This design comes from an exercise in tuning for small area and a short achievable clock period on the open sky130 flow, not from production work. Power is estimated from default activity; no workload was simulated.

==> delta: inputs <==
## axis_hdr_insert_top
module axis_hdr_insert_top (
	input          clk,
	input          rst_n,
	input          valid_in,
	input  [127:0] data_in,
	input  [15:0]  keep_in,
	input          last_in,
	output         ready_in,
	output         valid_out,
	output [127:0] data_out,
	output [15:0]  keep_out,
	output         last_out,
	input          ready_out,
	input          valid_insert,
	input  [127:0] data_insert,
	input  [15:0]  keep_insert,
	input  [3:0]   byte_insert_cnt,
	output         ready_insert
);
==> flow/config.mk <==
export PLATFORM = sky130hd
export DESIGN_NAME = axis_hdr_insert_top
export DESIGN_NICKNAME = axis_hdr_insert_top
export VERILOG_FILES = /design/flow/design.v
export SDC_FILE = /design/flow/constraint.sdc
export NUM_CORES = 4
export LEC_CHECK = 0
export CAP_MARGIN = 20
export CORE_MARGIN = 2
export CORE_UTILIZATION = 40
export SETUP_SLACK_MARGIN = 4.4
export SLEW_MARGIN = 20
==> flow/constraint.sdc <==
create_clock -name core_clock -period 7.0 [get_ports {clk}]
set_input_delay 1.4000 -clock core_clock [delete_from_list [all_inputs] [get_ports {clk}]]
set_output_delay 1.4000 -clock core_clock [all_outputs]
set_load 0.01 [all_outputs]
standard.sh (not shown) runs the stock make flow with config.mk's settings and CLKGATE_MAP_FILE= SYNTH_SCRIPT=/design/flow/synth_recipe.tcl, a recipe that flattens the netlist after the stock synthesis.
==> flow/flow/run.sh <==
#!/bin/bash
# Standard ORFS layout (the standard.sh), except that the port buffers that
# global placement inserts on every input and output use a plain buffer cell.
set -euo pipefail
bash standard.sh "BUFFER_PORTS_ARGS=-buffer_cell sky130_fd_sc_hd__buf_2" finish > standard.log 2>&1
==> willow (differences from delta) <==
--- a/flow/design.v
+++ b/flow/design.v
@@ -73,12 +73,14 @@
 reg				r_in_active2;
 reg				r_valid_out;
 reg				r_last_out;
 reg	[2:0]		r_cnt;           
 reg	[7:0]		r_tlo;           
 reg	[7:0]		r_thi;           
+reg				r_n16;           
+reg				r_n8;            
 reg	[DATA_WD-1:0]		r_data;
 reg	[DATA_WD-1:0]		r_data1;
 reg	[NB-1:0]	r_keep;
 reg	[NB-1:0]	r_keep1;
 reg	[DATA_WD-1:0]		r_data_out;
 reg	[NB-1:0]	r_keep_out;
@@ -161,12 +163,16 @@
 wire w_thi_16_l = w_thi_13_h & w_thi_12_h;
 wire w_thi_17_h = w_thi_15_h | w_thi_12_l;
 wire w_thi_17_l = w_thi_15_h & w_thi_12_l;
 wire w_thi_18_h = w_thi_15_l | w_thi_11_l;
 wire w_thi_18_l = w_thi_15_l & w_thi_11_l;
 wire [7:0] w_thi = {w_thi_14_l, w_thi_18_l, w_thi_18_h, w_thi_17_l, w_thi_17_h, w_thi_16_l, w_thi_16_h, w_thi_10_h};
+wire [8:0] w_ia = {w_tlo, 1'b1};
+wire [8:0] w_ib = {w_thi, 1'b1};
+wire w_in_n16 = w_tlo[7] & w_thi[7];
+wire w_in_n8 = ((w_ia[0] & w_ib[8]) | (w_ia[1] & w_ib[7]) | (w_ia[2] & w_ib[6]) | (w_ia[3] & w_ib[5]) | (w_ia[4] & w_ib[4]) | (w_ia[5] & w_ib[3]) | (w_ia[6] & w_ib[2]) | (w_ia[7] & w_ib[1]) | (w_ia[8] & w_ib[0])) & ~w_in_n16;
 wire w_flag         = r_in_active1 & ~r_in_active2;
 wire w_out_en       = w_flag | r_valid_out;
 assign ready_insert = r_ready_insert;
 assign ready_in     = ~r_ready_insert;
 assign valid_out    = r_valid_out;
 assign last_out     = r_last_out;
@@ -198,12 +204,14 @@
 		r_cnt <= 3'd0;
 	else
 		r_cnt <= r_cnt + 3'd1;
 	if (w_insert_active) begin
 		r_tlo <= w_tlo;
 		r_thi <= w_thi;
+		r_n16 <= w_in_n16;
+		r_n8  <= w_in_n8;
 	end
 	r_data <= ({DATA_WD{w_insert_active}} & data_insert) |
 	          ({DATA_WD{w_in_active}} & data_in) |
 	          ({DATA_WD{w_hold}} & r_data);
 	r_keep <= ({NB{w_insert_active}} & keep_insert) |
 	          ({NB{w_in_active}} & keep_in) |
@@ -218,40 +226,74 @@
 assign w_tsum[2] = (w_ga[0] & w_gb[2]) | (w_ga[1] & w_gb[1]) | (w_ga[2] & w_gb[0]);
 assign w_tsum[3] = (w_ga[0] & w_gb[3]) | (w_ga[1] & w_gb[2]) | (w_ga[2] & w_gb[1]) | (w_ga[3] & w_gb[0]);
 assign w_tsum[4] = (w_ga[0] & w_gb[4]) | (w_ga[1] & w_gb[3]) | (w_ga[2] & w_gb[2]) | (w_ga[3] & w_gb[1]) | (w_ga[4] & w_gb[0]);
 assign w_tsum[5] = (w_ga[0] & w_gb[5]) | (w_ga[1] & w_gb[4]) | (w_ga[2] & w_gb[3]) | (w_ga[3] & w_gb[2]) | (w_ga[4] & w_gb[1]) | (w_ga[5] & w_gb[0]);
 assign w_tsum[6] = (w_ga[0] & w_gb[6]) | (w_ga[1] & w_gb[5]) | (w_ga[2] & w_gb[4]) | (w_ga[3] & w_gb[3]) | (w_ga[4] & w_gb[2]) | (w_ga[5] & w_gb[1]) | (w_ga[6] & w_gb[0]);
 assign w_tsum[7] = (w_ga[0] & w_gb[7]) | (w_ga[1] & w_gb[6]) | (w_ga[2] & w_gb[5]) | (w_ga[3] & w_gb[4]) | (w_ga[4] & w_gb[3]) | (w_ga[5] & w_gb[2]) | (w_ga[6] & w_gb[1]) | (w_ga[7] & w_gb[0]);
-assign w_tsum[8] = (w_ga[0] & w_gb[8]) | (w_ga[1] & w_gb[7]) | (w_ga[2] & w_gb[6]) | (w_ga[3] & w_gb[5]) | (w_ga[4] & w_gb[4]) | (w_ga[5] & w_gb[3]) | (w_ga[6] & w_gb[2]) | (w_ga[7] & w_gb[1]) | (w_ga[8] & w_gb[0]);
+assign w_tsum[8] = r_n8 | r_n16;
 assign w_tsum[9] = (w_ga[1] & w_gb[8]) | (w_ga[2] & w_gb[7]) | (w_ga[3] & w_gb[6]) | (w_ga[4] & w_gb[5]) | (w_ga[5] & w_gb[4]) | (w_ga[6] & w_gb[3]) | (w_ga[7] & w_gb[2]) | (w_ga[8] & w_gb[1]);
 assign w_tsum[10] = (w_ga[2] & w_gb[8]) | (w_ga[3] & w_gb[7]) | (w_ga[4] & w_gb[6]) | (w_ga[5] & w_gb[5]) | (w_ga[6] & w_gb[4]) | (w_ga[7] & w_gb[3]) | (w_ga[8] & w_gb[2]);
 assign w_tsum[11] = (w_ga[3] & w_gb[8]) | (w_ga[4] & w_gb[7]) | (w_ga[5] & w_gb[6]) | (w_ga[6] & w_gb[5]) | (w_ga[7] & w_gb[4]) | (w_ga[8] & w_gb[3]);
 assign w_tsum[12] = (w_ga[4] & w_gb[8]) | (w_ga[5] & w_gb[7]) | (w_ga[6] & w_gb[6]) | (w_ga[7] & w_gb[5]) | (w_ga[8] & w_gb[4]);
 assign w_tsum[13] = (w_ga[5] & w_gb[8]) | (w_ga[6] & w_gb[7]) | (w_ga[7] & w_gb[6]) | (w_ga[8] & w_gb[5]);
 assign w_tsum[14] = (w_ga[6] & w_gb[8]) | (w_ga[7] & w_gb[7]) | (w_ga[8] & w_gb[6]);
 assign w_tsum[15] = (w_ga[7] & w_gb[8]) | (w_ga[8] & w_gb[7]);
-assign w_tsum[16] = (w_ga[8] & w_gb[8]);
+assign w_tsum[16] = r_n16;
 wire [SW-1:0] w_nhdr;
+assign w_nhdr[4] = r_n16;
+assign w_nhdr[3] = r_n8;
 assign w_nhdr[0] = (w_tsum[1] & ~w_tsum[2]) | (w_tsum[3] & ~w_tsum[4]) | (w_tsum[5] & ~w_tsum[6]) | (w_tsum[7] & ~w_tsum[8]) | (w_tsum[9] & ~w_tsum[10]) | (w_tsum[11] & ~w_tsum[12]) | (w_tsum[13] & ~w_tsum[14]) | (w_tsum[15] & ~w_tsum[16]);
 assign w_nhdr[1] = (w_tsum[2] & ~w_tsum[4]) | (w_tsum[6] & ~w_tsum[8]) | (w_tsum[10] & ~w_tsum[12]) | (w_tsum[14] & ~w_tsum[16]);
 assign w_nhdr[2] = (w_tsum[4] & ~w_tsum[8]) | (w_tsum[12] & ~w_tsum[16]);
-assign w_nhdr[3] = (w_tsum[8] & ~w_tsum[16]);
-assign w_nhdr[4] = (w_tsum[16]);
-wire [2*DATA_WD-1:0] w_win = {r_data1, r_data};
-wire [2*DATA_WD-1:0] w_s4  = {r_data1, w_nhdr[SW-1] ? r_data1 : r_data};
-wire [2*DATA_WD-1:0] w_shift = w_s4 >> {w_nhdr[SW-2:0], 3'b000};
-wire [2*NB-1:0] w_kwin = {r_keep1, {NB{1'b0}}};
-wire [2*NB-1:0] w_kshift = w_kwin >> w_nhdr;
+wire [2*DATA_WD-1:0] w_win  = {r_data1, r_data};
+wire [2*NB-1:0]      w_kwin = {r_keep1, {NB{1'b0}}};
+reg  [8*(2*NB-1)-1:0] w_s16;
+reg  [8*(NB+7)-1:0]   w_s8;
+reg  [8*(NB+3)-1:0]   w_s4;
+reg  [8*(NB+1)-1:0]   w_s2;
+reg  [8*NB-1:0]       w_shift;
+reg  [2*NB-2:0]       w_k16;
+reg  [NB+6:0]         w_k8;
+reg  [NB+2:0]         w_k4;
+reg  [NB:0]           w_k2;
+reg  [NB-1:0]         w_kshift;
+integer j;
+always @* begin
+	for (j = 0; j < NB; j = j + 1) begin
+		w_s16[8*j +: 8] = w_nhdr[4] ? w_win[8*(j+NB) +: 8] : w_win[8*j +: 8];
+		w_k16[j]        = w_nhdr[4] ? w_kwin[j+NB] : w_kwin[j];
+	end
+	for (j = NB; j < 2*NB-1; j = j + 1) begin
+		w_s16[8*j +: 8] = w_win[8*j +: 8];
+		w_k16[j]        = w_kwin[j];
+	end
+	for (j = 0; j < NB+7; j = j + 1) begin
+		w_s8[8*j +: 8] = w_nhdr[3] ? w_s16[8*(j+8) +: 8] : w_s16[8*j +: 8];
+		w_k8[j]        = w_nhdr[3] ? w_k16[j+8] : w_k16[j];
+	end
+	for (j = 0; j < NB+3; j = j + 1) begin
+		w_s4[8*j +: 8] = w_nhdr[2] ? w_s8[8*(j+4) +: 8] : w_s8[8*j +: 8];
+		w_k4[j]        = w_nhdr[2] ? w_k8[j+4] : w_k8[j];
+	end
+	for (j = 0; j < NB+1; j = j + 1) begin
+		w_s2[8*j +: 8] = w_nhdr[1] ? w_s4[8*(j+2) +: 8] : w_s4[8*j +: 8];
+		w_k2[j]        = w_nhdr[1] ? w_k4[j+2] : w_k4[j];
+	end
+	for (j = 0; j < NB; j = j + 1) begin
+		w_shift[8*j +: 8] = w_nhdr[0] ? w_s2[8*(j+1) +: 8] : w_s2[8*j +: 8];
+		w_kshift[j]       = w_nhdr[0] ? w_k2[j+1] : w_k2[j];
+	end
+end
 always @(posedge clk or negedge rst_n) begin
 	if (!rst_n) begin
 		r_data_out <= {DATA_WD{1'b0}};
 		r_keep_out <= {NB{1'b0}};
 	end else begin
 		if (w_out_en)
-			r_data_out <= w_shift[DATA_WD-1:0];
+			r_data_out <= w_shift;
 		if (w_flag)
 			r_keep_out <= {NB{1'b1}};
 		else if ((r_cnt == 3'd4) && r_valid_out && ready_out)
-			r_keep_out <= w_kshift[NB-1:0];
+			r_keep_out <= w_kshift;
 	end
 end
 endmodule
SETUP_SLACK_MARGIN = 4.2   (was 4.4)
==> comparison table <==
Status: delta timing/DRC/antenna clean; willow timing/DRC/antenna clean
TritonCTS Buffers: delta 50; willow 49
Reg area: delta 10100 µm²; willow 10100 µm²
Routability cong.: delta 1.00; willow 1.00
Antenna cells: delta 5; willow 1
Y dimension of the die: delta 256 µm; willow 249 µm
Final HPWL from detailed placement: delta 84000 µm; willow 68000 µm
Post-synthesis adder-cell area fraction: delta 0.178%; willow 0.436%
Post-Syn Instances: delta 2831; willow 2607
Met2 wirelength from detailed routing: delta 56400 µm; willow 45200 µm
Required time at the worst-slack endpoint: delta 7.45 ns; willow 7.47 ns
Number of nets in the layout: delta 3662; willow 3359
Drt via density: delta 6.25; willow 6.12
Overall Global Routing Usage: delta 36.9%; willow 30.9%
Number of iterations in the first detailed-routing pass: delta 6; willow 7
Final Core Density: delta 57.0%; willow 57.0%
Clk. pwr: delta 2840 µW; willow 2730 µW
Proportion of netlist area held by the largest area contributor: delta 23.0%; willow 24.2%
Arr. time, crit path: delta 3.87 ns; willow 3.65 ns
Flops & latches, synth: delta 456; willow 458
1st-iter DRT viols: delta 3013; willow 2860
Portion of the layout cell area used by clock cells: delta 4.94%; willow 4.98%
CTS Sinks: delta 456; willow 458
Cell with the largest stage delay on the worst path: delta sky130_fd_sc_hd__edfxtp_1; willow sky130_fd_sc_hd__mux2i_4
Sequential fraction of total cell area: delta 28.1%; willow 29.9%
CP Max Fanout: delta 11; willow 7
Compound-Gate Fraction of Synth Area: delta 18.1%; willow 19.8%
No functional check of the RTL was part of any run of this note.

==> afterwards: timing with drivers on the ports <==
In the flow no input, the clock included, has a driving cell. The finished layouts below were timed again as built, in two steps.
Step 1, drivers: a clkbuf_16 drives clk and a buf_2 each remaining input, both assumed.
Step 2, shift: input delay + t, output delay - t, t = (earliest + latest rising clock arrival at the registers) / 2. This alone moves slack from input paths to output paths.
Slacks: no drivers / after step 1 / after step 2; pairs: no drivers / after step 1.
run	t, ns	setup slack, ns	hold WS [ns]	cell pins on the clock port's net
delta	0.669	3.587 / 3.587 / 3.587	0.349 / 0.349 / 0.349	1
willow	0.665	3.818 / 3.818 / 3.588	0.352 / 0.352 / 0.352	1
After both steps setup and hold are still met in every run listed. The setup slack of willow, which loses most, moves by 0.000 ns with the drivers and by -0.230 ns with both steps.
